This design comes from an exercise in tuning for a short achievable clock period and few clock cycles on the open sky130 flow, not from production work. Only simulation tests tie the RTL to the original design; equivalence was not proved. Power is estimated from default activity; no workload was simulated.

`constraint.sdc`:
```
create_clock -name core_clock -period 17.0 [get_ports {clk}]
set_input_delay 3.4000 -clock core_clock [delete_from_list [all_inputs] [get_ports {clk}]]
set_output_delay 3.4000 -clock core_clock [all_outputs]
set_load 0.01 [all_outputs]
```
`design.v`:
```
module Alu(
    input  [31:0] A, B,
    input  [15:0] imm,
    input  useimm, sub, slt,
    output [31:0] out,
    output eq
);
    wire [31:0] bi   = useimm ? {{16{imm[15]}}, imm} : B;
    wire [31:0] sum  = A + bi;
    wire [31:0] diff = A - B;
    wire        ltu  = A < B;
    assign out = slt ? {31'd0, ltu} : sub ? diff : sum;
    assign eq  = A == B;
endmodule
module main_decoder(
    input  [31:0] ins,
    output wr,       
    output ld, st, mul,
    output br,       
    output jmp,      
    output useimm,   
    output sub, slt,
    output [4:0] dst
);
    wire [5:0] op = ins[31:26];
    wire [5:0] fn = ins[5:0];
    wire is_r    = op == 6'h00;
    wire is_addi = op == 6'h08;
    wire is_beq  = op == 6'h04;
    wire same    = ins[25:21] == ins[20:16];
    assign ld     = op == 6'h23;
    assign st     = op == 6'h2B;
    assign mul    = is_r & (fn == 6'h1C);
    assign sub    = is_r & (fn == 6'h22);
    assign slt    = is_r & (fn == 6'h2A);
    assign wr     = is_r | is_addi | ld;
    assign br     = is_beq & ~same;
    assign jmp    = (op == 6'h02) | (is_beq & same);
    assign useimm = ~is_r;
    assign dst    = is_r ? ins[15:11] : ins[20:16];
endmodule
module reg_file(
    input clk, reset, we,
    input [4:0] wa,
    input [31:0] wd,
    input [4:0] ra1, ra2,
    output [31:0] rd1, rd2
);
    reg [31:0] memory [31:0];
    integer I;
    always @(posedge clk or negedge reset) begin
        if (reset == 0) begin
            for (I = 0; I < 32; I = I + 1)
                memory[I] <= 32'b0;
        end else if (we)
            memory[wa] <= wd;
    end
    assign rd1 = memory[ra1];
    assign rd2 = memory[ra2];
endmodule
module mul_tree_a(
    input  [31:0] a, b,
    output [159:0] rows
);
    wire [31:0] pp0 = a & {32{b[0]}};
    wire [31:0] pp1 = {a[30:0] & {31{b[1]}}, 1'b0};
    wire [31:0] pp2 = {a[29:0] & {30{b[2]}}, 2'b0};
    wire [31:0] pp3 = {a[28:0] & {29{b[3]}}, 3'b0};
    wire [31:0] pp4 = {a[27:0] & {28{b[4]}}, 4'b0};
    wire [31:0] pp5 = {a[26:0] & {27{b[5]}}, 5'b0};
    wire [31:0] pp6 = {a[25:0] & {26{b[6]}}, 6'b0};
    wire [31:0] pp7 = {a[24:0] & {25{b[7]}}, 7'b0};
    wire [31:0] pp8 = {a[23:0] & {24{b[8]}}, 8'b0};
    wire [31:0] pp9 = {a[22:0] & {23{b[9]}}, 9'b0};
    wire [31:0] pp10 = {a[21:0] & {22{b[10]}}, 10'b0};
    wire [31:0] pp11 = {a[20:0] & {21{b[11]}}, 11'b0};
    wire [31:0] pp12 = {a[19:0] & {20{b[12]}}, 12'b0};
    wire [31:0] pp13 = {a[18:0] & {19{b[13]}}, 13'b0};
    wire [31:0] pp14 = {a[17:0] & {18{b[14]}}, 14'b0};
    wire [31:0] pp15 = {a[16:0] & {17{b[15]}}, 15'b0};
    wire [31:0] pp16 = {a[15:0] & {16{b[16]}}, 16'b0};
    wire [31:0] pp17 = {a[14:0] & {15{b[17]}}, 17'b0};
    wire [31:0] pp18 = {a[13:0] & {14{b[18]}}, 18'b0};
    wire [31:0] pp19 = {a[12:0] & {13{b[19]}}, 19'b0};
    wire [31:0] pp20 = {a[11:0] & {12{b[20]}}, 20'b0};
    wire [31:0] pp21 = {a[10:0] & {11{b[21]}}, 21'b0};
    wire [31:0] pp22 = {a[9:0] & {10{b[22]}}, 22'b0};
    wire [31:0] pp23 = {a[8:0] & {9{b[23]}}, 23'b0};
    wire [31:0] pp24 = {a[7:0] & {8{b[24]}}, 24'b0};
    wire [31:0] pp25 = {a[6:0] & {7{b[25]}}, 25'b0};
    wire [31:0] pp26 = {a[5:0] & {6{b[26]}}, 26'b0};
    wire [31:0] pp27 = {a[4:0] & {5{b[27]}}, 27'b0};
    wire [31:0] pp28 = {a[3:0] & {4{b[28]}}, 28'b0};
    wire [31:0] pp29 = {a[2:0] & {3{b[29]}}, 29'b0};
    wire [31:0] pp30 = {a[1:0] & {2{b[30]}}, 30'b0};
    wire [31:0] pp31 = {a[0:0] & {1{b[31]}}, 31'b0};
    wire [31:0] t_s0_0 = pp0 ^ pp1 ^ pp2;
    wire [31:0] t_m0_0 = (pp0 & pp1) | (pp0 & pp2) | (pp1 & pp2);
    wire [31:0] t_c0_0 = {t_m0_0[30:0], 1'b0};
    wire [31:0] t_s0_1 = pp3 ^ pp4 ^ pp5;
    wire [31:0] t_m0_1 = (pp3 & pp4) | (pp3 & pp5) | (pp4 & pp5);
    wire [31:0] t_c0_1 = {t_m0_1[30:0], 1'b0};
    wire [31:0] t_s0_2 = pp6 ^ pp7 ^ pp8;
    wire [31:0] t_m0_2 = (pp6 & pp7) | (pp6 & pp8) | (pp7 & pp8);
    wire [31:0] t_c0_2 = {t_m0_2[30:0], 1'b0};
    wire [31:0] t_s0_3 = pp9 ^ pp10 ^ pp11;
    wire [31:0] t_m0_3 = (pp9 & pp10) | (pp9 & pp11) | (pp10 & pp11);
    wire [31:0] t_c0_3 = {t_m0_3[30:0], 1'b0};
    wire [31:0] t_s0_4 = pp12 ^ pp13 ^ pp14;
    wire [31:0] t_m0_4 = (pp12 & pp13) | (pp12 & pp14) | (pp13 & pp14);
    wire [31:0] t_c0_4 = {t_m0_4[30:0], 1'b0};
    wire [31:0] t_s0_5 = pp15 ^ pp16 ^ pp17;
    wire [31:0] t_m0_5 = (pp15 & pp16) | (pp15 & pp17) | (pp16 & pp17);
    wire [31:0] t_c0_5 = {t_m0_5[30:0], 1'b0};
    wire [31:0] t_s0_6 = pp18 ^ pp19 ^ pp20;
    wire [31:0] t_m0_6 = (pp18 & pp19) | (pp18 & pp20) | (pp19 & pp20);
    wire [31:0] t_c0_6 = {t_m0_6[30:0], 1'b0};
    wire [31:0] t_s0_7 = pp21 ^ pp22 ^ pp23;
    wire [31:0] t_m0_7 = (pp21 & pp22) | (pp21 & pp23) | (pp22 & pp23);
    wire [31:0] t_c0_7 = {t_m0_7[30:0], 1'b0};
    wire [31:0] t_s0_8 = pp24 ^ pp25 ^ pp26;
    wire [31:0] t_m0_8 = (pp24 & pp25) | (pp24 & pp26) | (pp25 & pp26);
    wire [31:0] t_c0_8 = {t_m0_8[30:0], 1'b0};
    wire [31:0] t_s0_9 = pp27 ^ pp28 ^ pp29;
    wire [31:0] t_m0_9 = (pp27 & pp28) | (pp27 & pp29) | (pp28 & pp29);
    wire [31:0] t_c0_9 = {t_m0_9[30:0], 1'b0};
    wire [31:0] t_s1_0 = t_s0_0 ^ t_c0_0 ^ t_s0_1;
    wire [31:0] t_m1_0 = (t_s0_0 & t_c0_0) | (t_s0_0 & t_s0_1) | (t_c0_0 & t_s0_1);
    wire [31:0] t_c1_0 = {t_m1_0[30:0], 1'b0};
    wire [31:0] t_s1_1 = t_c0_1 ^ t_s0_2 ^ t_c0_2;
    wire [31:0] t_m1_1 = (t_c0_1 & t_s0_2) | (t_c0_1 & t_c0_2) | (t_s0_2 & t_c0_2);
    wire [31:0] t_c1_1 = {t_m1_1[30:0], 1'b0};
    wire [31:0] t_s1_2 = t_s0_3 ^ t_c0_3 ^ t_s0_4;
    wire [31:0] t_m1_2 = (t_s0_3 & t_c0_3) | (t_s0_3 & t_s0_4) | (t_c0_3 & t_s0_4);
    wire [31:0] t_c1_2 = {t_m1_2[30:0], 1'b0};
    wire [31:0] t_s1_3 = t_c0_4 ^ t_s0_5 ^ t_c0_5;
    wire [31:0] t_m1_3 = (t_c0_4 & t_s0_5) | (t_c0_4 & t_c0_5) | (t_s0_5 & t_c0_5);
    wire [31:0] t_c1_3 = {t_m1_3[30:0], 1'b0};
    wire [31:0] t_s1_4 = t_s0_6 ^ t_c0_6 ^ t_s0_7;
    wire [31:0] t_m1_4 = (t_s0_6 & t_c0_6) | (t_s0_6 & t_s0_7) | (t_c0_6 & t_s0_7);
    wire [31:0] t_c1_4 = {t_m1_4[30:0], 1'b0};
    wire [31:0] t_s1_5 = t_c0_7 ^ t_s0_8 ^ t_c0_8;
    wire [31:0] t_m1_5 = (t_c0_7 & t_s0_8) | (t_c0_7 & t_c0_8) | (t_s0_8 & t_c0_8);
    wire [31:0] t_c1_5 = {t_m1_5[30:0], 1'b0};
    wire [31:0] t_s1_6 = t_s0_9 ^ t_c0_9 ^ pp30;
    wire [31:0] t_m1_6 = (t_s0_9 & t_c0_9) | (t_s0_9 & pp30) | (t_c0_9 & pp30);
    wire [31:0] t_c1_6 = {t_m1_6[30:0], 1'b0};
    wire [31:0] t_s2_0 = t_s1_0 ^ t_c1_0 ^ t_s1_1;
    wire [31:0] t_m2_0 = (t_s1_0 & t_c1_0) | (t_s1_0 & t_s1_1) | (t_c1_0 & t_s1_1);
    wire [31:0] t_c2_0 = {t_m2_0[30:0], 1'b0};
    wire [31:0] t_s2_1 = t_c1_1 ^ t_s1_2 ^ t_c1_2;
    wire [31:0] t_m2_1 = (t_c1_1 & t_s1_2) | (t_c1_1 & t_c1_2) | (t_s1_2 & t_c1_2);
    wire [31:0] t_c2_1 = {t_m2_1[30:0], 1'b0};
    wire [31:0] t_s2_2 = t_s1_3 ^ t_c1_3 ^ t_s1_4;
    wire [31:0] t_m2_2 = (t_s1_3 & t_c1_3) | (t_s1_3 & t_s1_4) | (t_c1_3 & t_s1_4);
    wire [31:0] t_c2_2 = {t_m2_2[30:0], 1'b0};
    wire [31:0] t_s2_3 = t_c1_4 ^ t_s1_5 ^ t_c1_5;
    wire [31:0] t_m2_3 = (t_c1_4 & t_s1_5) | (t_c1_4 & t_c1_5) | (t_s1_5 & t_c1_5);
    wire [31:0] t_c2_3 = {t_m2_3[30:0], 1'b0};
    wire [31:0] t_s2_4 = t_s1_6 ^ t_c1_6 ^ pp31;
    wire [31:0] t_m2_4 = (t_s1_6 & t_c1_6) | (t_s1_6 & pp31) | (t_c1_6 & pp31);
    wire [31:0] t_c2_4 = {t_m2_4[30:0], 1'b0};
    wire [31:0] t_s3_0 = t_s2_0 ^ t_c2_0 ^ t_s2_1;
    wire [31:0] t_m3_0 = (t_s2_0 & t_c2_0) | (t_s2_0 & t_s2_1) | (t_c2_0 & t_s2_1);
    wire [31:0] t_c3_0 = {t_m3_0[30:0], 1'b0};
    wire [31:0] t_s3_1 = t_c2_1 ^ t_s2_2 ^ t_c2_2;
    wire [31:0] t_m3_1 = (t_c2_1 & t_s2_2) | (t_c2_1 & t_c2_2) | (t_s2_2 & t_c2_2);
    wire [31:0] t_c3_1 = {t_m3_1[30:0], 1'b0};
    wire [31:0] t_s3_2 = t_s2_3 ^ t_c2_3 ^ t_s2_4;
    wire [31:0] t_m3_2 = (t_s2_3 & t_c2_3) | (t_s2_3 & t_s2_4) | (t_c2_3 & t_s2_4);
    wire [31:0] t_c3_2 = {t_m3_2[30:0], 1'b0};
    wire [31:0] t_s4_0 = t_s3_0 ^ t_c3_0 ^ t_s3_1;
    wire [31:0] t_m4_0 = (t_s3_0 & t_c3_0) | (t_s3_0 & t_s3_1) | (t_c3_0 & t_s3_1);
    wire [31:0] t_c4_0 = {t_m4_0[30:0], 1'b0};
    wire [31:0] t_s4_1 = t_c3_1 ^ t_s3_2 ^ t_c3_2;
    wire [31:0] t_m4_1 = (t_c3_1 & t_s3_2) | (t_c3_1 & t_c3_2) | (t_s3_2 & t_c3_2);
    wire [31:0] t_c4_1 = {t_m4_1[30:0], 1'b0};
    assign rows = {t_c2_4, t_c4_1, t_s4_1, t_c4_0, t_s4_0};
endmodule
module mul_tree_b(
    input  [159:0] rows,
    output [31:0] p
);
    wire [31:0] r0 = rows[31:0];
    wire [31:0] r1 = rows[63:32];
    wire [31:0] r2 = rows[95:64];
    wire [31:0] r3 = rows[127:96];
    wire [31:0] r4 = rows[159:128];
    wire [31:0] u_s0_0 = r0 ^ r1 ^ r2;
    wire [31:0] u_m0_0 = (r0 & r1) | (r0 & r2) | (r1 & r2);
    wire [31:0] u_c0_0 = {u_m0_0[30:0], 1'b0};
    wire [31:0] u_s1_0 = u_s0_0 ^ u_c0_0 ^ r3;
    wire [31:0] u_m1_0 = (u_s0_0 & u_c0_0) | (u_s0_0 & r3) | (u_c0_0 & r3);
    wire [31:0] u_c1_0 = {u_m1_0[30:0], 1'b0};
    wire [31:0] u_s2_0 = u_s1_0 ^ u_c1_0 ^ r4;
    wire [31:0] u_m2_0 = (u_s1_0 & u_c1_0) | (u_s1_0 & r4) | (u_c1_0 & r4);
    wire [31:0] u_c2_0 = {u_m2_0[30:0], 1'b0};
    assign p = u_s2_0 + u_c2_0;
endmodule
module Mips_Top(
    input clk, reset,
    output [31:0] imem_addr,
    input  [31:0] imem_rdata,
    output        dmem_we,
    output [31:0] dmem_addr,
    output [31:0] dmem_wdata,
    input  [31:0] dmem_rdata
    );
    reg  [9:0] pc;
    wire [31:0] ins = imem_rdata;
    wire [4:0]  rs = ins[25:21];
    wire [4:0]  rt = ins[20:16];
    wire d_wr, d_ld, d_st, d_mul, d_br, d_jmp, d_useimm, d_sub, d_slt;
    wire [4:0] d_dst;
    main_decoder dec(
        .ins(ins),
        .wr(d_wr), .ld(d_ld), .st(d_st), .mul(d_mul), .br(d_br),
        .jmp(d_jmp), .useimm(d_useimm), .sub(d_sub), .slt(d_slt),
        .dst(d_dst)
    );
    reg        e_wr, e_ld, e_st, e_mul, e_br;
    reg  [4:0] e_rd;
    reg        e_useimm, e_sub, e_slt;
    reg        e_fam, e_faw, e_fbm, e_fbw;
    reg  [9:0] e_bt;
    reg [31:0] e_a, e_b;
    reg [15:0] e_imm;
    reg        m_wr, m_ld, m_mul, m_st;
    reg  [4:0] m_rd;
    reg [31:0] m_res, m_sd;
    reg [159:0] m_rows;
    reg [31:0] w_val;
    wire [31:0] rf_a, rf_b;
    wire [31:0] m_wd;
    reg_file regs(
        .clk(clk), .reset(reset),
        .we(m_wr), .wa(m_rd), .wd(m_wd),
        .ra1(rs), .ra2(rt),
        .rd1(rf_a), .rd2(rf_b)
    );
    wire hazard = e_wr & (e_ld | e_mul) & ((rs == e_rd) | (rt == e_rd)) & ~d_jmp;
    wire taken;
    wire [9:0] pc1 = pc + 10'd1;
    wire [9:0] tgt = pc1 + ins[9:0];
    wire [9:0] jtgt = (ins[31:26] == 6'h02) ? ins[9:0] : tgt;
    wire [9:0] pc_next = taken  ? e_bt :
                         hazard ? pc :
                         d_jmp  ? jtgt : pc1;
    wire issue = ~taken & ~hazard;
    always @(posedge clk or negedge reset) begin
        if (~reset) begin
            pc   <= 10'd0;
            e_wr <= 1'b0; e_ld <= 1'b0; e_st <= 1'b0; e_mul <= 1'b0; e_br <= 1'b0;
            m_wr <= 1'b0; m_ld <= 1'b0; m_mul <= 1'b0; m_st <= 1'b0;
        end else begin
            pc    <= pc_next;
            e_wr  <= issue & d_wr;
            e_ld  <= issue & d_ld;
            e_st  <= issue & d_st;
            e_mul <= issue & d_mul;
            e_br  <= issue & d_br;
            m_wr  <= e_wr;
            m_ld  <= e_ld;
            m_mul <= e_mul;
            m_st  <= e_st;
        end
    end
    always @(posedge clk) begin
        e_rd     <= d_dst;
        e_useimm <= d_useimm;
        e_sub    <= d_sub;
        e_slt    <= d_slt;
        e_bt     <= tgt;
        e_imm    <= ins[15:0];
        e_a      <= rf_a;
        e_b      <= rf_b;
        e_fam    <= e_wr & (rs == e_rd);
        e_faw    <= m_wr & (rs == m_rd);
        e_fbm    <= e_wr & (rt == e_rd);
        e_fbw    <= m_wr & (rt == m_rd);
    end
    wire [31:0] A = e_fam ? m_res : e_faw ? w_val : e_a;
    wire [31:0] B = e_fbm ? m_res : e_fbw ? w_val : e_b;
    wire [31:0] e_res;
    wire        e_eq;
    Alu alu(
        .A(A), .B(B), .imm(e_imm),
        .useimm(e_useimm), .sub(e_sub), .slt(e_slt),
        .out(e_res), .eq(e_eq)
    );
    assign taken = e_br & e_eq;
    wire [159:0] e_rows;
    mul_tree_a mta(.a(A), .b(B), .rows(e_rows));
    always @(posedge clk) begin
        m_rd   <= e_rd;
        m_res  <= e_res;
        m_sd   <= B;
        m_rows <= e_rows;
    end
    wire [31:0] m_prod;
    mul_tree_b mtb(.rows(m_rows), .p(m_prod));
    assign m_wd = m_ld ? dmem_rdata : m_mul ? m_prod : m_res;
    always @(posedge clk)
        w_val <= m_wd;
    assign imem_addr  = {20'd0, pc, 2'b00};
    assign dmem_we    = m_st;
    assign dmem_addr  = m_res;
    assign dmem_wdata = m_sd;
endmodule
```
`flow/run.sh`:
```
#!/bin/bash
# The standard layout, with timing repair aimed well below the clock period.
set -uo pipefail
bash standard.sh SETUP_SLACK_MARGIN=12.5 TNS_END_PERCENT=100 finish > orfs_make.log 2>&1
```
`config.mk`:
```
export PLATFORM = sky130hd
export DESIGN_NAME = Mips_Top
export DESIGN_NICKNAME = Mips_Top
export VERILOG_FILES = /design/flow/design.v
export SDC_FILE = /design/flow/constraint.sdc
export NUM_CORES = 4
export LEC_CHECK = 0
export ABC_CLOCK_PERIOD_IN_PS = 4000
export CAP_MARGIN = 20
export CORE_MARGIN = 2
export CORE_UTILIZATION = 40
export PLACE_DENSITY = 0.6
export SETUP_SLACK_MARGIN = 0.5
export SLEW_MARGIN = 20
```
`standard.sh`:
```
#!/bin/bash
# synth_recipe.tcl (not shown) runs the flow's synth.tcl, then flattens the netlist and writes it again
# the make line also repeats each setting of config.mk as NAME=value (left out here)
make -C /OpenROAD-flow-scripts/flow DESIGN_CONFIG=/design/flow/config.mk WORK_HOME=/design/flow/orfs CLKGATE_MAP_FILE= SYNTH_SCRIPT=/design/flow/synth_recipe.tcl "${@:-finish}"
```
==> results.ini, run 1 <==
[place]
dp_slack_ps = 10150
gp_routability_congestion = 0.9834
hpwl_mm = 218.0
placed_cells = 10432
port_buffers = 140

[clocking]
holdBufCountCts = 0
clock_path_buffers = 3
cts-htree-levels = 4
cts_buffers = 148
cts-root-buf = clkbuf_16
clock_latency_ps = 840
clkTransAtPathRegs_ps = 60
cts_tree = yes
cts_sinks = 1332

[hold_path]
holdPathStages = 0
min_from = e_st$_DFF_PN0_
hold_path_class = register to register
whs_endpoint = m_st$_DFF_PN0_

[detailed_routing]
ant_nets = 0
drc = 0
viasPerCell = 6.733
routedWlPerCell_um = 36.30
num_vias = 75532
routed_wl_mm = 407.2
drt_iter0_drc = 13496
dr.pass1.iters = 13

[synth]
ys_types = 87
synth_cells = 8214
synth_ff_type = dfrtp_1
synth_edf_count = 0
synth-seq-area-share_pct = 41.77
synth_area_mm2 = 0.07633
syn_avg_cell_area_um2 = 9.293
ys_ff_latch = 1332
ys_async_sr_fraction_pct = 78.30
ys_warn_count = 3

[grt]
antenna_found_initial = 33
grt_pass1_vias = 70540
grt_start_max_net_pins = 167
grt_use_met3_pct = 15.71
met2_usage_pct = 55.87
track_usage_pct = 39.12
grt_use_met1_pct = 46.06
gr-total-overflow = 0
grt_first_pass_wirelength_mm = 538.0
grt_busiest_layer = met2

[sta]
setup_tns_ps = 0
drv_slew = 0
fmax_ghz = 0.2018
period_needed_ps = 4956
worst_pin_slew_ps = 1318
setup_viol = 0
slew_headroom_pct = 12.12
fin_ws_ps = 12040
hold_viol = 0
post-route-period-util_pct = 29.15
rsz0062_at_grt = true
skew_ps = 47.26

[pwr]
p_leak_nw = 43.35
power_mw = 19.08
vdd_drop_max_v = 0.0003266
power.density_mw_per_mm2 = 197.1

[worst_setup_path]
cpMostUsedCell = xnor2_1
end_kind = register
rr_endpoint = m_rows[31]$_DFF_P_
r2r-start = e_fbw$_DFF_P_
path_delay_family = adder cells
slowest_delay_ps = 550
path_cells = buf_12, buf_4, mux2i_2, o21a_4, buf_12, nor2_1, fa_1, inv_1, fa_1, inv_1, fa_1, inv_2, fa_2, xor2_2, xnor2_1, xnor2_1, xnor2_1, xnor2_1, xnor2_1, xnor2_1
worst-path-buf-inv = 6
cp_max_fo = 8
r2r_setup_slack_ps = 12040
cpMaxStageDelayCell = fa_1
worst_ep_required_time_ps = 17720
critPathLaunchType = register
crit_arrival_ps = 5680
worst_r2r_path_depth = 20
critPathKind = register to register

[floorplan]
row_count = 160
die-area_mm2 = 0.1943
dieWidth_um = 440.8
io_pins = 163
initial_core_util_pct = 40.22
dieHeight_um = 440.8
coreArea_mm2 = 0.1898

[outcome]
status = finished clean

[final_layout]
area_delta_synth_final_pct = 26.82
final_cells = 11219
drive_gt1_share_pct = 21.47
mostFrequentLayoutCell = nand2_1
fill_cells = 16919
finalNetCount = 9242
final_cell_mix = 1,370 x nand2_1, 1,038 x dfrtp_1, 994 x o21ai_0

[job]
drv_cap = 0

-- layout make-up --
cell class	instances	area [um2]	share of cell area [%]
Antenna cell	29	72.57	0.07497
Clock buffer	213	4332	4.475
Clock inverter	63	852.1	0.8802
Inverter	505	2044	2.112
Multi-Input combinational cell	5740	44210	45.67
Sequential cell	1332	32040	33.10
Tap cell	2511	3142	3.246
Timing Repair Buffer	826	10110	10.44
-- power by group --
group	internal, mW	switching, mW	total (mW)
Combinational	4.74	6.62	11.4
Sequential	3.80	0.423	4.23
Clock	2.03	1.46	3.49
Total	10.6	8.51	19.1
-- per-stage QoR --
stage | area (um2) | hold WS, ps | utilization, %
after CTS | 92340 | 350.0 | 48.66
after detailed placement | 82310 | 336.4 | 43.37
after floorplan | 79620 | 331.2 | -
after global routing | 96770 | 357.1 | 50.99
after global placement | 82230 | 333.7 | 43.33
final | 96800 | 349.3 | 51.01
-- how the worst max path moves through the flow --
stage                                     endpoint  depth (start not counted)      startpoint
global placement                   e_b[10]$_DFF_P_                          8  imem_rdata[19]
global route                    m_rows[31]$_DFF_P_                         20   e_fbw$_DFF_P_
detailed placement  regs.memory[0][11]$_DFFE_PN0P_                          4           reset
floorplan                        pc[9]$_DFFE_PN0P_                         10   imem_rdata[1]
CTS                             m_rows[31]$_DFF_P_                         20   e_fbw$_DFF_P_
finish                          m_rows[31]$_DFF_P_                         20   e_fbw$_DFF_P_
-- per-layer routing --
layer | wire length [um] | vias up
li1 | - | 29523
met2 | 163500 | 7168
met4 | 46380 | 38
met1 | 135400 | 36122
met3 | 61140 | 2681
met5 | 787 | -
-- synthesized netlist by cell type (7+ instances only) --
| master | instances | area share [%] |
|---|---|---|
| nand3b_1 | 7 | 0.069 |
| a21oi_1 | 179 | 1.2 |
| fa_1 | 417 | 11 |
| inv_1 | 488 | 2.4 |
| mux2_2 | 7 | 0.10 |
| nand3_1 | 90 | 0.59 |
| nand4_1 | 137 | 1.1 |
| clkbuf_1 | 555 | 2.7 |
| a31oi_1 | 8 | 0.066 |
| o21a_1 | 60 | 0.59 |
| dfxtp_1 | 289 | 7.6 |
| a22o_1 | 322 | 3.7 |
| a221oi_1 | 323 | 3.7 |
| o21ai_0 | 1016 | 6.7 |
| mux2i_1 | 92 | 1.2 |
| a21o_1 | 44 | 0.43 |
| a22oi_1 | 328 | 3.2 |
| or3_1 | 9 | 0.074 |
| o32a_1 | 64 | 0.84 |
| o211ai_1 | 12 | 0.12 |
| o21ai_1 | 76 | 0.50 |
| a211oi_1 | 19 | 0.19 |
| ha_1 | 206 | 3.4 |
| nand2b_1 | 19 | 0.16 |
| buf_2 | 34 | 0.22 |
| and2_1 | 7 | 0.057 |
| nor4_1 | 8 | 0.066 |
| xor2_1 | 43 | 0.49 |
| buf_4 | 27 | 0.27 |
| buf_1 | 36 | 0.18 |
| nor3_1 | 34 | 0.22 |
| dfrtp_1 | 1043 | 34 |
| or2_2 | 9 | 0.074 |
| o21ai_2 | 31 | 0.36 |
| nor2_1 | 485 | 2.4 |
| nor3b_1 | 7 | 0.069 |
| clkinv_1 | 16 | 0.079 |
| o21bai_1 | 10 | 0.098 |
| nand2_1 | 1413 | 6.9 |
| xnor2_1 | 110 | 1.3 |
| and3_1 | 24 | 0.20 |
-- what timing repair did --
action,CTS,global route
cloned,20,36
pin swaps,111,189
gates resized for setup,1043,442
buffers inserted,243,181
endpoints found under the setup margin,1376,1010
-- logic make-up after synthesis --
group	count (synthesis)	share of synthesized area, %
other	1	0.004913
multiplexers	99	1.310
buffers and inverters	1166	5.962
adder cells (fa/ha/maj)	623	14.31
flip-flops	1332	41.77
XOR/XNOR	153	1.756
AO/OA/AOI/OAI	2561	22.53
AND/OR/NAND/NOR	2279	12.36
-- flip-flops by register name, indices dropped and copies added, names as in the netlist, 5 cells and up --
register and count:
m_rd 5, e_rd 5, regs.memory 1024, m_res 32, e_a 32, m_rows 86, e_b 32, pc 10
m_sd 32, e_imm 16, e_bt 10, w_val 32
Testbench counts, summed over its fixed seeds: cycles 18,594.
==> inputs of run 2 (changes only) <==
--- a/design.v
+++ b/design.v
@@ -30,2 +30,3 @@
     wire same    = ins[25:21] == ins[20:16];
+    wire off0    = ins[15:0] == 16'd0;
     assign ld     = op == 6'h23;
@@ -36,3 +37,3 @@
     assign wr     = is_r | is_addi | ld;
-    assign br     = is_beq & ~same;
+    assign br     = is_beq & ~same & ~off0;
     assign jmp    = (op == 6'h02) | (is_beq & same);
--- a/config.mk
+++ b/config.mk
@@ -10,4 +10,4 @@
 export CORE_MARGIN = 2
-export CORE_UTILIZATION = 40
-export PLACE_DENSITY = 0.6
+export CORE_UTILIZATION = 30
+export PLACE_DENSITY = 0.45
 export SETUP_SLACK_MARGIN = 0.5
==> run 2 against run 1 <==
Area after synthesis barely moved. Combinational power about the same. Design area up 1.4%. Critical path type unchanged. Critical endpoint unchanged.
==> results.ini, run 2 <==
[sta]
fmax_ghz = 0.2050  ; +1.6%
post-route-period-util_pct = 28.70  ; -0.45 points
period_needed_ps = 4879  ; -76.80 ps
drv_slew = 0  ; unchanged
hold_viol = 0  ; unchanged
worst_pin_slew_ps = 1275  ; -42.84 ps
setup_tns_ps = 0  ; unchanged
fin_ws_ps = 12120  ; +76.80 ps
slew_headroom_pct = 14.98  ; +2.9 points
setup_viol = 0  ; unchanged
rsz0062_at_grt = true
skew_ps = 61.50  ; +14.24 ps

[synth]
yosysMostFrequentCell = nand2_1
yosys.area.top_type = dfrtp_1
synth_area_leaders = dfrtp_1 34%, fa_1 11%, dfxtp_1 7.6%
ys_async_sr_fraction_pct = 78.30  ; unchanged
synth_ff_type = dfrtp_1
ys_ff_latch = 1332  ; unchanged
synth_cells = 8220  ; +0.073%
synth_edf_count = 0  ; unchanged
syn_avg_cell_area_um2 = 9.291  ; about the same
yosys.area.top_type_share_pct = 34.18  ; about the same
synthTopCellsByCount = 1,300 x nand2_1, 1,043 x dfrtp_1, 975 x o21ai_0
ys_types = 80  ; -8.0%
synth_area_mm2 = 0.07637  ; about the same
synth-seq-area-share_pct = 41.75  ; about the same
ys_warn_count = 3  ; unchanged

[grt]
gr-total-overflow = 0  ; unchanged
grt_first_pass_wirelength_mm = 580.4  ; +7.9%
antenna_found_initial = 38  ; +15%
grt_start_max_net_pins = 160  ; -4.2%
grt_pass1_vias = 69479  ; -1.5%
track_usage_pct = 32.20  ; -6.9 points

[pwr]
p_leak_nw = 43.32  ; about the same
power.density_mw_per_mm2 = 195.5  ; -0.82%
power_mw = 19.19  ; +0.59%
vdd_drop_max_v = 0.0003194  ; -2.2%

[hold_path]
hold_path_class = register to register
min_from = e_st$_DFF_PN0_
holdPathStages = 0  ; unchanged
whs_endpoint = m_st$_DFF_PN0_

[final_layout]
mostFrequentLayoutCell = nand2_1
finalNetCount = 9317  ; +0.81%
drive_gt1_share_pct = 21.09  ; -0.37 points
top_register = regs.memory
fin_util_pct = 38.70  ; -12 points
final_cell_mix = 1,258 x nand2_1, 1,036 x dfrtp_1, 960 x o21ai_0
final_cells = 12146  ; +8.3%
largest_reg_flops = 1024  ; unchanged
top_regs = regs.memory x1024, m_rows x86
area_delta_synth_final_pct = 28.57
fill_cells = 24987  ; +48%

[worst_setup_path]
path_cells = mux2i_1, o21a_4, inv_1, nand2_1, fa_1, fa_1, fa_1, fa_2, xor2_2, xnor2_1, xnor2_1, xnor2_1, xnor2_1, xnor2_2, xnor2_2
critPathLaunchType = register
r2r-start = e_a[19]$_DFF_P_
cpMaxStageDelayCell = dfxtp_1
rr_endpoint = m_rows[31]$_DFF_P_
critPathKind = register to register
r2r_setup_slack_ps = 12120  ; +80 ps
crit_arrival_ps = 5620  ; -60 ps
cpMostUsedCell = xnor2_1
end_kind = register
slowest_delay_ps = 590  ; +40 ps
cp_max_fo = 9  ; +1
worst_r2r_path_depth = 15  ; -25%
worst_ep_required_time_ps = 17740  ; +20 ps

[clocking]
cts_buffers = 157  ; +6.1%
cts_sinks = 1332  ; unchanged
cts-htree-levels = 4  ; unchanged
cts_tree = yes
clock_latency_ps = 880  ; +40 ps
clkTransAtPathRegs_ps = 60  ; about the same
clock_path_buffers = 3  ; unchanged
holdBufCountCts = 0  ; unchanged
cts-root-buf = clkbuf_16

[detailed_routing]
dr.pass1.iters = 9  ; -4
num_vias = 73339  ; -2.9%
viasPerCell = 6.038  ; -10%
ant_nets = 0  ; unchanged
routedWlPerCell_um = 36.99  ; +1.9%
drt_iter0_drc = 10745  ; -20%
routed_wl_mm = 449.3  ; +10%
drc = 0  ; unchanged

[floorplan]
row_count = 185  ; +16%
die-area_mm2 = 0.2586  ; +33%
dieWidth_um = 508.5  ; +15%
initial_core_util_pct = 30.10  ; -10 points
io_pins = 163  ; unchanged
coreArea_mm2 = 0.2537  ; +34%
dieHeight_um = 508.5  ; +15%

[place]
gp_routability_congestion = 0.9479  ; -3.6%
dp_slack_ps = 10070  ; -88.40 ps
port_buffers = 140  ; unchanged
hpwl_mm = 244.1  ; +12%
placed_cells = 11296  ; +8.3%

[outcome]
status = finished clean

[job]
drv_cap = 0  ; unchanged

## run 2: what timing repair did
item / in CTS / in global routing
endpoints found under the setup margin: 1218 / 919
gates cloned: 19 / 39
pin swaps: 91 / 212
gates resized for setup: 971 / 448
buffers inserted: 246 / 234
## run 2: cell families (layout without fill, tap and decap cells)
| kind of cell | Yosys count | after routing | synth area share [%] |
|---|---|---|---|
| xor+xnor | 166 | 166 | 1.904 |
| mux | 127 | 127 | 1.727 |
| simple gates | 2295 | 2296 | 12.45 |
| other cells | 1 | 41 | 0.004910 |
| compound gates | 2514 | 2515 | 21.98 |
| flops | 1332 | 1332 | 41.75 |
| fa+ha+maj | 623 | 623 | 14.31 |
| buf+inv | 1162 | 1680 | 5.875 |
## run 2: worst max-delay path by stage
stage,endpoint,cells past startpoint,startpoint,slack (ps)
4_1_cts,m_rows[31]$_DFF_P_,20,e_fbw$_DFF_P_,12030
2_1_floorplan,pc[9]$_DFFE_PN0P_,11,imem_rdata[1],11750
6_report,m_rows[31]$_DFF_P_,15,e_a[19]$_DFF_P_,12120
3_3_place_gp,e_a[11]$_DFF_P_,8,imem_rdata[25],10100
5_1_grt,m_rows[31]$_DFF_P_,20,e_fbw$_DFF_P_,12000
3_5_place_dp,e_a[11]$_DFF_P_,8,imem_rdata[25],10070
## run 2: per-stage QoR
step	hold WS [ps]	cell area (um2)
after detailed placement	363.5	83500
final	368.5	98180
after floorplan	331.2	79540
after global placement	362.1	83440
after global routing	373.3	98150
after CTS	374.4	93450
## run 2: cell type report
class / count / area (um2) / area share [%]
flip-flops and latches: 1332 / 32040 / 32.63
repair inverters: 1 / 7.507 / 0.007646
clock buffers: 244 / 4751 / 4.839
repair buffers: 887 / 10640 / 10.84
diodes: 19 / 47.55 / 0.04843
clock inverters: 48 / 616.8 / 0.6283
multi-input cells: 5749 / 43800 / 44.61
inverters: 500 / 2062 / 2.100
well taps: 3366 / 4212 / 4.289
## run 2: per-layer routing
layer,GRT usage (%),wire length [um]
met1,39.20,162000
met2,48.66,190100
met3,10.19,53310
met4,21.61,43430
met5,0.4630,447
## run 2: critical path, delay by kind of cell (launching register included)
family / cells / cell delay [ps]
XOR/XNOR: 7 / 1290
adder cells (fa/ha/maj): 4 / 1880
buffers and inverters: 1 / 310
AND/OR/NAND/NOR: 1 / 130
AO/OA/AOI/OAI: 1 / 320
multiplexers: 1 / 220
flip-flops: 1 / 590
## run 2: power breakdown
part	switching (mW)	leakage (nW)	internal [mW]
Clock	1.52	2.63	2.07
Sequential	0.484	12.2	3.81
Combinational	6.67	28.5	4.64
Total	8.68	43.3	10.5
Testbench counts of run 2, summed over its fixed seeds: cycles 18,486.
==> inputs of run 3 (changes only) <==
--- a/design.v
+++ b/design.v
@@ -63,3 +63,3 @@
     input  [31:0] a, b,
-    output [159:0] rows
+    output [223:0] rows
 );
@@ -172,12 +172,6 @@
     wire [31:0] t_c3_2 = {t_m3_2[30:0], 1'b0};
-    wire [31:0] t_s4_0 = t_s3_0 ^ t_c3_0 ^ t_s3_1;
-    wire [31:0] t_m4_0 = (t_s3_0 & t_c3_0) | (t_s3_0 & t_s3_1) | (t_c3_0 & t_s3_1);
-    wire [31:0] t_c4_0 = {t_m4_0[30:0], 1'b0};
-    wire [31:0] t_s4_1 = t_c3_1 ^ t_s3_2 ^ t_c3_2;
-    wire [31:0] t_m4_1 = (t_c3_1 & t_s3_2) | (t_c3_1 & t_c3_2) | (t_s3_2 & t_c3_2);
-    wire [31:0] t_c4_1 = {t_m4_1[30:0], 1'b0};
-    assign rows = {t_c2_4, t_c4_1, t_s4_1, t_c4_0, t_s4_0};
+    assign rows = {t_c2_4, t_c3_2, t_s3_2, t_c3_1, t_s3_1, t_c3_0, t_s3_0};
 endmodule
 module mul_tree_b(
-    input  [159:0] rows,
+    input  [223:0] rows,
     output [31:0] p
@@ -189,2 +183,4 @@
     wire [31:0] r4 = rows[159:128];
+    wire [31:0] r5 = rows[191:160];
+    wire [31:0] r6 = rows[223:192];
     wire [31:0] u_s0_0 = r0 ^ r1 ^ r2;
@@ -192,9 +188,15 @@
     wire [31:0] u_c0_0 = {u_m0_0[30:0], 1'b0};
-    wire [31:0] u_s1_0 = u_s0_0 ^ u_c0_0 ^ r3;
-    wire [31:0] u_m1_0 = (u_s0_0 & u_c0_0) | (u_s0_0 & r3) | (u_c0_0 & r3);
+    wire [31:0] u_s0_1 = r3 ^ r4 ^ r5;
+    wire [31:0] u_m0_1 = (r3 & r4) | (r3 & r5) | (r4 & r5);
+    wire [31:0] u_c0_1 = {u_m0_1[30:0], 1'b0};
+    wire [31:0] u_s1_0 = u_s0_0 ^ u_c0_0 ^ u_s0_1;
+    wire [31:0] u_m1_0 = (u_s0_0 & u_c0_0) | (u_s0_0 & u_s0_1) | (u_c0_0 & u_s0_1);
     wire [31:0] u_c1_0 = {u_m1_0[30:0], 1'b0};
-    wire [31:0] u_s2_0 = u_s1_0 ^ u_c1_0 ^ r4;
-    wire [31:0] u_m2_0 = (u_s1_0 & u_c1_0) | (u_s1_0 & r4) | (u_c1_0 & r4);
+    wire [31:0] u_s2_0 = u_s1_0 ^ u_c1_0 ^ u_c0_1;
+    wire [31:0] u_m2_0 = (u_s1_0 & u_c1_0) | (u_s1_0 & u_c0_1) | (u_c1_0 & u_c0_1);
     wire [31:0] u_c2_0 = {u_m2_0[30:0], 1'b0};
-    assign p = u_s2_0 + u_c2_0;
+    wire [31:0] u_s3_0 = u_s2_0 ^ u_c2_0 ^ r6;
+    wire [31:0] u_m3_0 = (u_s2_0 & u_c2_0) | (u_s2_0 & r6) | (u_c2_0 & r6);
+    wire [31:0] u_c3_0 = {u_m3_0[30:0], 1'b0};
+    assign p = u_s3_0 + u_c3_0;
 endmodule
@@ -231,3 +233,3 @@
     reg [31:0] m_res, m_sd;
-    reg [159:0] m_rows;
+    reg [223:0] m_rows;
     reg [31:0] w_val;
@@ -242,2 +244,7 @@
     wire hazard = e_wr & (e_ld | e_mul) & ((rs == e_rd) | (rt == e_rd)) & ~d_jmp;
+    localparam BI = 5;
+    reg  [1:0] bht [0:(1<<BI)-1];
+    wire       pred = bht[pc[BI-1:0]][1];
+    reg        e_pt;
+    reg [BI-1:0] e_bi;
     wire taken;
@@ -248,3 +255,3 @@
                          hazard ? pc :
-                         d_jmp  ? jtgt : pc1;
+                         (d_jmp | (d_br & pred)) ? jtgt : pc1;
     wire issue = ~taken & ~hazard;
@@ -273,3 +280,5 @@
         e_slt    <= d_slt;
-        e_bt     <= tgt;
+        e_bt     <= pred ? pc1 : tgt;
+        e_pt     <= pred;
+        e_bi     <= pc[BI-1:0];
         e_imm    <= ins[15:0];
@@ -291,4 +300,16 @@
     );
-    assign taken = e_br & e_eq;
-    wire [159:0] e_rows;
+    assign taken = e_br & (e_eq ^ e_pt);
+    integer k;
+    always @(posedge clk or negedge reset) begin
+        if (~reset) begin
+            for (k = 0; k < (1<<BI); k = k + 1)
+                bht[k] <= 2'b01;
+        end else if (e_br) begin
+            if (e_eq & (bht[e_bi] != 2'b11))
+                bht[e_bi] <= bht[e_bi] + 2'd1;
+            else if (~e_eq & (bht[e_bi] != 2'b00))
+                bht[e_bi] <= bht[e_bi] - 2'd1;
+        end
+    end
+    wire [223:0] e_rows;
     mul_tree_a mta(.a(A), .b(B), .rows(e_rows));
==> run 3 against run 2 <==
Via count increased by 4.4%. Critical path type unchanged. Largest power group unchanged. Register-to-register slack got worse by 110 ps. Non-clock buffer count down 68. Area after synthesis is 6.9% higher. Final cell count grew 4.6%. Global-route usage is 1.1 points lower. Synthesized cell count is 5.4% higher. Total power is 12% higher. Clock skew fell by 0.85 ps.
==> results.ini, run 3 <==
[clocking]
cts-root-buf = clkbuf_16
cts_tree = yes
cts_buffers = 172  ; +9.6%
clock_latency_ps = 880  ; about the same
clock_path_buffers = 3  ; unchanged
clkTransAtPathRegs_ps = 70  ; about the same
holdBufCountCts = 0  ; unchanged
cts_sinks = 1433  ; +7.6%
cts-htree-levels = 4  ; unchanged

[detailed_routing]
dr.pass1.iters = 9  ; unchanged
routed_wl_mm = 451.7  ; +0.54%
num_vias = 76548  ; +4.4%
drc = 0  ; unchanged
drt_iter0_drc = 11166  ; +3.9%
viasPerCell = 6.026  ; -0.21%
ant_nets = 0  ; unchanged
routedWlPerCell_um = 35.56  ; -3.9%

[hold_path]
hold_path_class = register to register
min_from = e_st$_DFF_PN0_
whs_endpoint = m_st$_DFF_PN0_
holdPathStages = 0  ; unchanged

[floorplan]
row_count = 191  ; +3.2%
initial_core_util_pct = 30.15  ; +0.049 points
die-area_mm2 = 0.2763  ; +6.8%
dieHeight_um = 525.7  ; +3.4%
dieWidth_um = 525.7  ; +3.4%
io_pins = 163  ; unchanged
coreArea_mm2 = 0.2708  ; +6.7%

[sta]
fmax_ghz = 0.2005  ; -2.2%
drv_slew = 0  ; unchanged
period_needed_ps = 4988  ; +109.1 ps
slew_headroom_pct = 17.72  ; +2.7 points
rsz0062_at_grt = true
setup_viol = 0  ; unchanged
hold_viol = 0  ; unchanged
post-route-period-util_pct = 29.34  ; +0.64 points
skew_ps = 60.65  ; -0.8514 ps
setup_tns_ps = 0  ; unchanged
worst_pin_slew_ps = 1234  ; -41.10 ps

[synth]
ys_types = 85  ; +6.3%
synthTopCellsByCount = 1,168 x nand2_1, 1,075 x dfrtp_1, 1,046 x o21ai_0
synth_edf_count = 0  ; unchanged
yosysMostFrequentCell = nand2_1
synth_area_leaders = dfrtp_1 33%, fa_1 10%, dfxtp_1 8.0%
synth-seq-area-share_pct = 41.98  ; +0.22 points
synth_area_mm2 = 0.08164  ; +6.9%
ys_warn_count = 4  ; +1
synth_ff_type = dfrtp_1
ys_async_sr_fraction_pct = 77.25  ; -1.1 points
ys_ff_latch = 1433  ; +7.6%
yosys.area.top_type = dfrtp_1
synth_cells = 8667  ; +5.4%
syn_avg_cell_area_um2 = 9.419  ; +1.4%
yosys.area.top_type_share_pct = 32.95  ; -1.2 points

[worst_setup_path]
worst_ep_required_time_ps = 17720  ; -20 ps
critPathKind = register to register
cp_max_fo = 8  ; -1
rr_endpoint = regs.memory[21][29]$_DFFE_PN0P_
cpMaxStageDelayCell = fa_2
critPathLaunchType = register
path_delay_family = adder cells
crit_arrival_ps = 5710  ; +90 ps
worst-path-buf-inv = 7  ; +6
r2r_setup_slack_ps = 12010  ; -110 ps
path_cells = inv_2, fa_1, inv_1, fa_1, inv_1, fa_2, inv_2, ha_4, ha_4, and3_4, and3_1, a22oi_2, nand4b_1, a31oi_2, xor2_2, o211ai_1, o21ai_4, buf_6, buf_6, buf_16, o21ai_2
slowest_delay_ps = 550  ; -40 ps
end_kind = register
r2r-start = m_rows[23]$_DFF_P_
worst_r2r_path_depth = 21  ; +6

[pwr]
swShare_pct = 45.53  ; +0.33 points
combPwrFrac_pct = 60.3  ; +1.4 points
p_leak_nw = 45.59  ; +5.2%
vdd_drop_max_v = 0.0005529  ; +73%
clockPowerShare_pct = 18.6  ; about the same
power.density_mw_per_mm2 = 207.5  ; +6.2%
p_int_mw = 11.74  ; +12%
p_sw_mw = 9.811  ; +13%
p_seq_share_pct = 21.1  ; -1.3 points
power_mw = 21.55  ; +12%

[place]
port_buffers = 140  ; unchanged
hpwl_mm = 255.7  ; +4.7%
gp_routability_congestion = 0.9397  ; -0.87%

[grt]
gr-total-overflow = 0  ; unchanged
grt_pass1_vias = 73780  ; +6.2%
antenna_found_initial = 27  ; -29%
grt_first_pass_wirelength_mm = 605.0  ; +4.2%
grt_start_max_net_pins = 159  ; -0.63%
track_usage_pct = 31.11  ; -1.1 points

[final_layout]
drive_gt1_share_pct = 22.43  ; +1.3 points
mostFrequentLayoutCell = nand2_1
regArea_mm2 = 0.03442  ; +7.4%
final_cell_mix = 1,127 x nand2_1, 1,068 x dfrtp_1, 934 x o21ai_0
finalNetCount = 9667  ; +3.8%
top_regs = regs.memory x1024, m_rows x117, bht x64
top_register = regs.memory
area_delta_synth_final_pct = 27.18
largest_reg_flops = 1024  ; unchanged
fill_cells = 26756  ; +7.1%
multi_input_area_mm2 = 0.04716  ; +7.7%
fin_util_pct = 38.35  ; -0.35 points

[outcome]
status = finished clean

[job]
drv_cap = 0  ; unchanged

## run 3: worst register-to-register path: stages, from the launching register on
cell and delay [ps]:
dfxtp_2 310, inv_2 30, fa_1 530, inv_1 50, fa_1 470, inv_1 50, fa_2 550, inv_2 50
ha_4 270, ha_4 210, and3_4 160, and3_1 200, a22oi_2 170, nand4b_1 200, a31oi_2 280, xor2_2 370
o211ai_1 190, o21ai_4 280, buf_6 200, buf_6 110, buf_16 140, o21ai_2 50
## run 3: cell families (layout without fill, tap and decap cells)
kind of cell / Yosys count / in the layout / synth area share (%)
other cells: 1 / 35 / 0.004593
flops: 1433 / 1433 / 41.98
compound gates: 2556 / 2558 / 20.89
xor+xnor: 158 / 158 / 1.695
buf+inv: 1300 / 1730 / 6.138
simple gates: 2314 / 2315 / 12.15
mux: 277 / 277 / 3.686
fa+ha+maj: 628 / 628 / 13.46
## run 3: layer usage
metal | global-route usage, % | share of wire (%) | vias to the layer above
met3 | 9.529 | 12 | 1675
met5 | 0.6580 | 0.078 | -
met2 | 44.37 | 41 | 5489
met1 | 40.72 | 39 | 38329
met4 | 19.55 | 7.8 | 26
li1 | - | - | 31029
## run 3: power groups by stage
stage	Clock [mW]	Combinational, mW	Sequential [mW]
after floorplan	0	6.76	4.35
after global placement	0	10.1	4.60
after detailed placement	0	10.2	4.60
after CTS	4.05	11.7	4.52
after global routing	4.19	14.2	4.58
final	4.01	13.0	4.54
## run 3: worst max-delay path by stage
stage | slack, ps | from | depth (start not counted) | endpoint
floorplan | 11740 | imem_rdata[0] | 11 | pc[8]$_DFFE_PN0P_
global placement | 10080 | imem_rdata[19] | 8 | e_b[8]$_DFF_P_
detailed placement | 10040 | imem_rdata[19] | 8 | e_b[8]$_DFF_P_
CTS | 12010 | pc[4]$_DFFE_PN0P_ | 2 | imem_addr[6]
global route | 11960 | m_rows[23]$_DFF_P_ | 21 | regs.memory[25][29]$_DFFE_PN0P_
finish | 12010 | m_rows[23]$_DFF_P_ | 21 | regs.memory[21][29]$_DFFE_PN0P_
## run 3: area by class of cell
class,instances,share of cell area [%]
Clock inverter,69,1.025
Clock buffer,253,4.798
Sequential cell,1433,33.15
Inverter,589,2.212
Multi-Input combinational cell,5958,45.42
Timing Repair Buffer,819,9.057
Antenna cell,13,0.03133
Tap cell,3570,4.302
## run 3: repair_timing
item | in CTS | in global routing
setup buffers | 258 | 128
pin swaps | 124 | 154
endpoints found under the setup margin | 1499 | 1108
cloned | 25 | 29
gates resized for setup | 1071 | 410
## run 3: metrics by stage
step | cell area (um2) | worst slack (ps) | instances | hold WS [ps]
6_report | 103800 | 12010 | 12704 | 355.8
5_1_grt | 103800 | 11960 | 12692 | 363.1
4_1_cts | 100500 | 12010 | 12533 | 352.6
3_5_place_dp | 89330 | 10040 | 11928 | 340.2
3_3_place_gp | 89320 | 10080 | 11927 | 343.1
2_1_floorplan | 85140 | 11740 | 8688 | 331.2
Testbench counts of run 3, summed over its fixed seeds: cycles 18,367.
==> inputs of run 4 (changes only) <==
--- a/design.v
+++ b/design.v
@@ -22,2 +22,3 @@
     output sub, slt,
+    output usea, useb,  
     output [4:0] dst
@@ -40,2 +41,4 @@
     assign useimm = ~is_r;
+    assign usea   = is_r | is_addi | ld | st | br;
+    assign useb   = is_r | st | br;
     assign dst    = is_r ? ins[15:11] : ins[20:16];
@@ -63,3 +66,3 @@
     input  [31:0] a, b,
-    output [223:0] rows
+    output [191:0] rows
 );
@@ -172,6 +175,9 @@
     wire [31:0] t_c3_2 = {t_m3_2[30:0], 1'b0};
-    assign rows = {t_c2_4, t_c3_2, t_s3_2, t_c3_1, t_s3_1, t_c3_0, t_s3_0};
+    wire [31:0] t_s4_0 = t_s3_0 ^ t_c3_0 ^ t_s3_1;
+    wire [31:0] t_m4_0 = (t_s3_0 & t_c3_0) | (t_s3_0 & t_s3_1) | (t_c3_0 & t_s3_1);
+    wire [31:0] t_c4_0 = {t_m4_0[30:0], 1'b0};
+    assign rows = {t_c2_4, t_c3_2, t_s3_2, t_c3_1, t_c4_0, t_s4_0};
 endmodule
 module mul_tree_b(
-    input  [223:0] rows,
+    input  [191:0] rows,
     output [31:0] p
@@ -184,3 +190,2 @@
     wire [31:0] r5 = rows[191:160];
-    wire [31:0] r6 = rows[223:192];
     wire [31:0] u_s0_0 = r0 ^ r1 ^ r2;
@@ -197,6 +202,3 @@
     wire [31:0] u_c2_0 = {u_m2_0[30:0], 1'b0};
-    wire [31:0] u_s3_0 = u_s2_0 ^ u_c2_0 ^ r6;
-    wire [31:0] u_m3_0 = (u_s2_0 & u_c2_0) | (u_s2_0 & r6) | (u_c2_0 & r6);
-    wire [31:0] u_c3_0 = {u_m3_0[30:0], 1'b0};
-    assign p = u_s3_0 + u_c3_0;
+    assign p = u_s2_0 + u_c2_0;
 endmodule
@@ -212,2 +214,3 @@
     reg  [9:0] pc;
+    reg  [9:0] pc1;
     wire [31:0] ins = imem_rdata;
@@ -216,2 +219,3 @@
     wire d_wr, d_ld, d_st, d_mul, d_br, d_jmp, d_useimm, d_sub, d_slt;
+    wire d_usea, d_useb;
     wire [4:0] d_dst;
@@ -221,2 +225,3 @@
         .jmp(d_jmp), .useimm(d_useimm), .sub(d_sub), .slt(d_slt),
+        .usea(d_usea), .useb(d_useb),
         .dst(d_dst)
@@ -227,3 +232,3 @@
     reg        e_fam, e_faw, e_fbm, e_fbw;
-    reg  [9:0] e_bt;
+    reg  [9:0] e_bt, e_bt1;
     reg [31:0] e_a, e_b;
@@ -232,4 +237,4 @@
     reg  [4:0] m_rd;
-    reg [31:0] m_res, m_sd;
-    reg [223:0] m_rows;
+    reg [31:0] m_res, m_addr, m_sd;
+    reg [191:0] m_rows;
     reg [31:0] w_val;
@@ -243,6 +248,7 @@
     );
-    wire hazard = e_wr & (e_ld | e_mul) & ((rs == e_rd) | (rt == e_rd)) & ~d_jmp;
+    wire hazard = e_wr & (e_ld | e_mul) &
+                  ((d_usea & (rs == e_rd)) | (d_useb & (rt == e_rd)));
     localparam BI = 5;
     reg  [1:0] bht [0:(1<<BI)-1];
-    wire       pred = bht[pc[BI-1:0]][1];
+    wire       pred = bht[pc1[BI-1:0]][1];
     reg        e_pt;
@@ -250,8 +256,15 @@
     wire taken;
-    wire [9:0] pc1 = pc + 10'd1;
-    wire [9:0] tgt = pc1 + ins[9:0];
-    wire [9:0] jtgt = (ins[31:26] == 6'h02) ? ins[9:0] : tgt;
-    wire [9:0] pc_next = taken  ? e_bt :
-                         hazard ? pc :
-                         (d_jmp | (d_br & pred)) ? jtgt : pc1;
+    wire [9:0] pc2   = pc1 + 10'd1;
+    wire [9:0] tgt   = pc1 + ins[9:0];
+    wire [9:0] tgt1  = pc2 + ins[9:0];
+    wire       is_j  = ins[31:26] == 6'h02;
+    wire [9:0] jtgt  = is_j ? ins[9:0] : tgt;
+    wire [9:0] jtgt1 = is_j ? ins[9:0] + 10'd1 : tgt1;
+    wire       redir = d_jmp | (d_br & pred);
+    wire [9:0] pc_next  = taken  ? e_bt  :
+                          hazard ? pc    :
+                          redir  ? jtgt  : pc1;
+    wire [9:0] pc1_next = taken  ? e_bt1 :
+                          hazard ? pc1   :
+                          redir  ? jtgt1 : pc2;
     wire issue = ~taken & ~hazard;
@@ -260,2 +273,3 @@
             pc   <= 10'd0;
+            pc1  <= 10'd1;
             e_wr <= 1'b0; e_ld <= 1'b0; e_st <= 1'b0; e_mul <= 1'b0; e_br <= 1'b0;
@@ -264,2 +278,3 @@
             pc    <= pc_next;
+            pc1   <= pc1_next;
             e_wr  <= issue & d_wr;
@@ -281,4 +296,5 @@
         e_bt     <= pred ? pc1 : tgt;
+        e_bt1    <= pred ? pc2 : tgt1;
         e_pt     <= pred;
-        e_bi     <= pc[BI-1:0];
+        e_bi     <= pc1[BI-1:0];
         e_imm    <= ins[15:0];
@@ -313,3 +329,3 @@
     end
-    wire [223:0] e_rows;
+    wire [191:0] e_rows;
     mul_tree_a mta(.a(A), .b(B), .rows(e_rows));
@@ -321,2 +337,5 @@
     end
+    always @(posedge clk)
+        if (e_ld | e_st)
+            m_addr <= e_res;
     wire [31:0] m_prod;
@@ -328,3 +347,3 @@
     assign dmem_we    = m_st;
-    assign dmem_addr  = m_res;
+    assign dmem_addr  = m_addr;
     assign dmem_wdata = m_sd;
==> run 4 against run 3 <==
Highest routed layer unchanged. Total power fell by 7.2%. Area after synthesis rose by 1.9%. Final cell count rose by 2.5%. Largest cell class unchanged.
==> results.ini, run 4 <==
[detailed_routing]
dr.pass1.iters = 7  ; -2
routedWlPerCell_um = 35.67  ; +0.31%
route.met3.wl_mm = 55.72  ; +5.6%
viasPerCell = 6.002  ; -0.39%
drc = 0  ; unchanged
ant_nets = 0  ; unchanged
wl_met2_mm = 192.4  ; +3.7%
drt-met1-wl_mm = 177.4  ; -0.20%
highest_layer = met5
num_vias = 78155  ; +2.1%
drt_iter0_drc = 10168  ; -8.9%
routed_wl_mm = 464.4  ; +2.8%

[place]
place_area_mm2 = 0.09092  ; +1.8%
hpwl_mm = 258.0  ; +0.89%
port_buffers = 140  ; unchanged
gp_routability_congestion = 0.9209  ; -2.0%
placed_cells = 12097  ; +1.4%

[grt]
track_usage_pct = 30.96  ; -0.15 points
grt_first_pass_wirelength_mm = 611.5  ; +1.1%
gr-total-overflow = 0  ; unchanged
grt_pass1_vias = 74385  ; +0.82%
grt_start_max_net_pins = 92  ; -42%
antenna_found_initial = 25  ; -7.4%

[final_layout]
final_area_mm2 = 0.1079  ; +3.9%
final_cell_mix = 1,216 x nand2_1, 1,081 x dfrtp_1, 963 x o21ai_0
top_regs = regs.memory x1024, m_rows x94, bht x64
fin_util_pct = 39.05  ; +0.70 points
top_register = regs.memory
mostFrequentLayoutCell = nand2_1
largest_reg_flops = 1024  ; unchanged
drive_gt1_share_pct = 25.41  ; +3.0 points
area_delta_synth_final_pct = 29.63
final_cells = 13021  ; +2.5%
fill_cells = 27072  ; +1.2%
finalNetCount = 9863  ; +2.0%

[synth]
synth-seq-area-share_pct = 42.32  ; +0.35 points
synth_area_mm2 = 0.08322  ; +1.9%
ys_warn_count = 4  ; unchanged
synthTopCellsByCount = 1,294 x nand2_1, 1,084 x dfrtp_1, 994 x o21ai_0
syn_avg_cell_area_um2 = 9.535  ; +1.2%
synth_area_leaders = dfrtp_1 33%, fa_1 10%, dfxtp_1 7.5%
synth_cells = 8728  ; +0.70%
synth_edf_count = 32  ; +32
yosys.area.top_type = dfrtp_1
ys_ff_latch = 1462  ; +2.0%
ys_types = 90  ; +5.9%
yosys.area.top_type_share_pct = 32.60  ; -0.36 points
ys_async_sr_fraction_pct = 76.40  ; -0.85 points
synth_ff_type = dfrtp_1
yosysMostFrequentCell = nand2_1

[worst_setup_path]
end_kind = output pin
slowest_delay_ps = 560  ; about the same
r2r_setup_slack_ps = 12170  ; +160 ps
crit_arrival_ps = 1630  ; -4080 ps
worst_ep_required_time_ps = 13600  ; -4120 ps
worst-path-buf-inv = 1  ; -6
critPathCapture = dmem_addr[21]
cpMaxStageDelayCell = edfxtp_1
cp_max_fo = 1  ; -7
critPathKind = register to output pin
path_cells = buf_6
worst_r2r_path_depth = 20  ; -4.8%
rr_endpoint = m_rows[31]$_DFF_P_
crit_path_start = m_addr[21]$_DFFE_PP_
critPathLaunchType = register
cp_num_cells = 1  ; -95%
path_delay_family = flip-flops
r2r-start = e_faw$_DFF_P_

[sta]
period_needed_ps = 5033  ; +45.20 ps
drv_slew = 0  ; unchanged
fmax_ghz = 0.1987  ; -0.90%
slew_headroom_pct = 17.44  ; -0.28 points
hold_viol = 0  ; unchanged
setup_tns_ps = 0  ; unchanged
skew_ps = 77.79  ; +17.14 ps
post-route-period-util_pct = 29.61  ; +0.27 points
setup_viol = 0  ; unchanged
rsz0062_at_grt = true
worst_pin_slew_ps = 1238  ; +4.159 ps

[pwr]
power.density_mw_per_mm2 = 185.5  ; -11%
vdd_drop_max_v = 0.0002417  ; -56%
p_leak_nw = 46.92  ; +2.9%

[floorplan]
coreArea_mm2 = 0.2763  ; +2.0%
dieWidth_um = 530.7  ; +0.96%
row_count = 193  ; +1.0%
dieHeight_um = 530.7  ; +0.96%
io_pins = 163  ; unchanged
die-area_mm2 = 0.2816  ; +1.9%
initial_core_util_pct = 30.12  ; about the same

[clocking]
clkTransAtPathRegs_ps = 60  ; about the same
clock_latency_ps = 920  ; +40 ps
cts-htree-levels = 4  ; unchanged
cts_tree = yes
cts_buffers = 178  ; +3.5%
clock_path_buffers = 4  ; +1
cts-root-buf = clkbuf_16
cts_sinks = 1462  ; +2.0%

[job]
drv_cap = 0  ; unchanged

[outcome]
status = finished clean

[hold_path]
min_from = e_st$_DFF_PN0_
hold_path_class = register to register

## run 4: changes by cell type in the layout (fill, tap and decap cells not counted), moves of 44 or more
cell and change:
nor2_1 -158, nand3_1 +52, inv_2 +45, fa_2 +44, nand2_1 +89, o21ai_2 -66, mux2_2 +86, inv_1 -95
buf_12 +51
## run 4: stage by stage
step	setup slack (ps)	power [mW]	hold slack (ps)
2_1_floorplan	11840	11.20	346.1
3_3_place_gp	10090	14.77	355.3
3_5_place_dp	10060	14.87	354.7
4_1_cts	11950	19.66	360.9
5_1_grt	11940	21.51	377.8
6_report	11970	20.01	364.6
## run 4: timing repair
action,in CTS,in global routing
setup buffers,307,217
pin swaps,199,216
hold buffers,0,0
endpoints found under the setup margin,1354,864
resized for setup,1232,437
cloned,28,36
## run 4: area by class of cell
class	instances	area, um2	area share, %
antenna	17	42.54	0.03944
clock buffer	245	5174	4.796
clock inverter	74	929.6	0.8618
inverter	554	2213	2.052
multi-input combinational	6019	48250	44.73
sequential	1462	35250	32.67
tap	3705	4636	4.297
timing repair buffer	944	11370	10.54
timing repair inverter	1	16.27	0.01508
## run 4: kinds of logic (layout without fill, tap and decap cells)
group	count (synthesis)	after routing	share of synthesized area (%)
compound gates	2533	2535	20.51
xor+xnor	178	178	1.873
fa+ha+maj	637	637	13.35
buf+inv	1271	1818	5.898
flops	1462	1462	42.32
mux	323	323	4.223
other cells	1	39	0.004506
simple gates	2323	2324	11.82
## run 4: power by group
group / total (mW) / switching [mW] / internal [mW]
logic: 11.2 / 6.63 / 4.58
registers: 4.71 / 0.552 / 4.16
clock network: 4.08 / 1.66 / 2.42
total: 20.0 / 8.85 / 11.2
## run 4: how the worst min path moves through the flow
stage | depth (start not counted) | endpoint
6_report | 0 | m_st$_DFF_PN0_
5_1_grt | 0 | m_st$_DFF_PN0_
4_1_cts | 0 | m_st$_DFF_PN0_
3_5_place_dp | 0 | m_st$_DFF_PN0_
3_3_place_gp | 0 | m_st$_DFF_PN0_
2_1_floorplan | 0 | m_st$_DFF_PN0_
## run 4: worst reg2reg max path, stage by stage (launching register included)
cell,delay (ps)
dfxtp_2,340
buf_12,150
buf_16,190
mux2i_4,420
nor2_4,70
a21oi_4,190
nor2_2,60
fa_1,480
inv_1,60
fa_1,560
inv_2,40
fa_1,560
inv_2,50
fa_2,390
xnor2_2,140
xnor2_1,190
xnor2_1,150
xnor2_1,180
xnor2_1,120
xnor2_1,240
xnor2_1,110
## run 4: routing by layer
| layer | GRT usage [%] | vias to the layer above |
|---|---|---|
| li1 | - | 31549 |
| met2 | 45.19 | 5560 |
| met5 | 0 | - |
| met1 | 39.46 | 39236 |
| met4 | 20.37 | 30 |
| met3 | 9.330 | 1780 |
Testbench counts of run 4, summed over its fixed seeds: cycles 18,360.

==> static timing again, ports no longer ideal <==
The flow's constraints put no driver on any port. The routed layouts listed below were extracted and timed again, unchanged, in two steps. Step 1 assumes that a clkbuf_16 drives the clock port and a buf_2 every other input. Step 2, shift: input delay + t, output delay - t, t = (earliest + latest rising clock arrival at the registers) / 2. This alone moves slack from input paths to output paths. Three values: ideal, step 1, step 2; two values: the first two.
run | shift t [ns] | slack for setup (ns) | cell pins on the clock port's net
run 1 | 0.911 | 12.044 / 12.044 / 11.337 | 1
run 2 | 0.942 | 12.121 / 12.044 / 11.423 | 1
run 3 | 0.951 | 12.012 / 11.957 / 11.266 | 1
run 4 | 0.974 | 11.967 / 11.871 / 11.278 | 1
After both steps setup and hold are still met in every run listed. For run 3, which loses most, drivers alone change the setup slack by -0.055 ns; drivers and shift together by -0.746 ns.
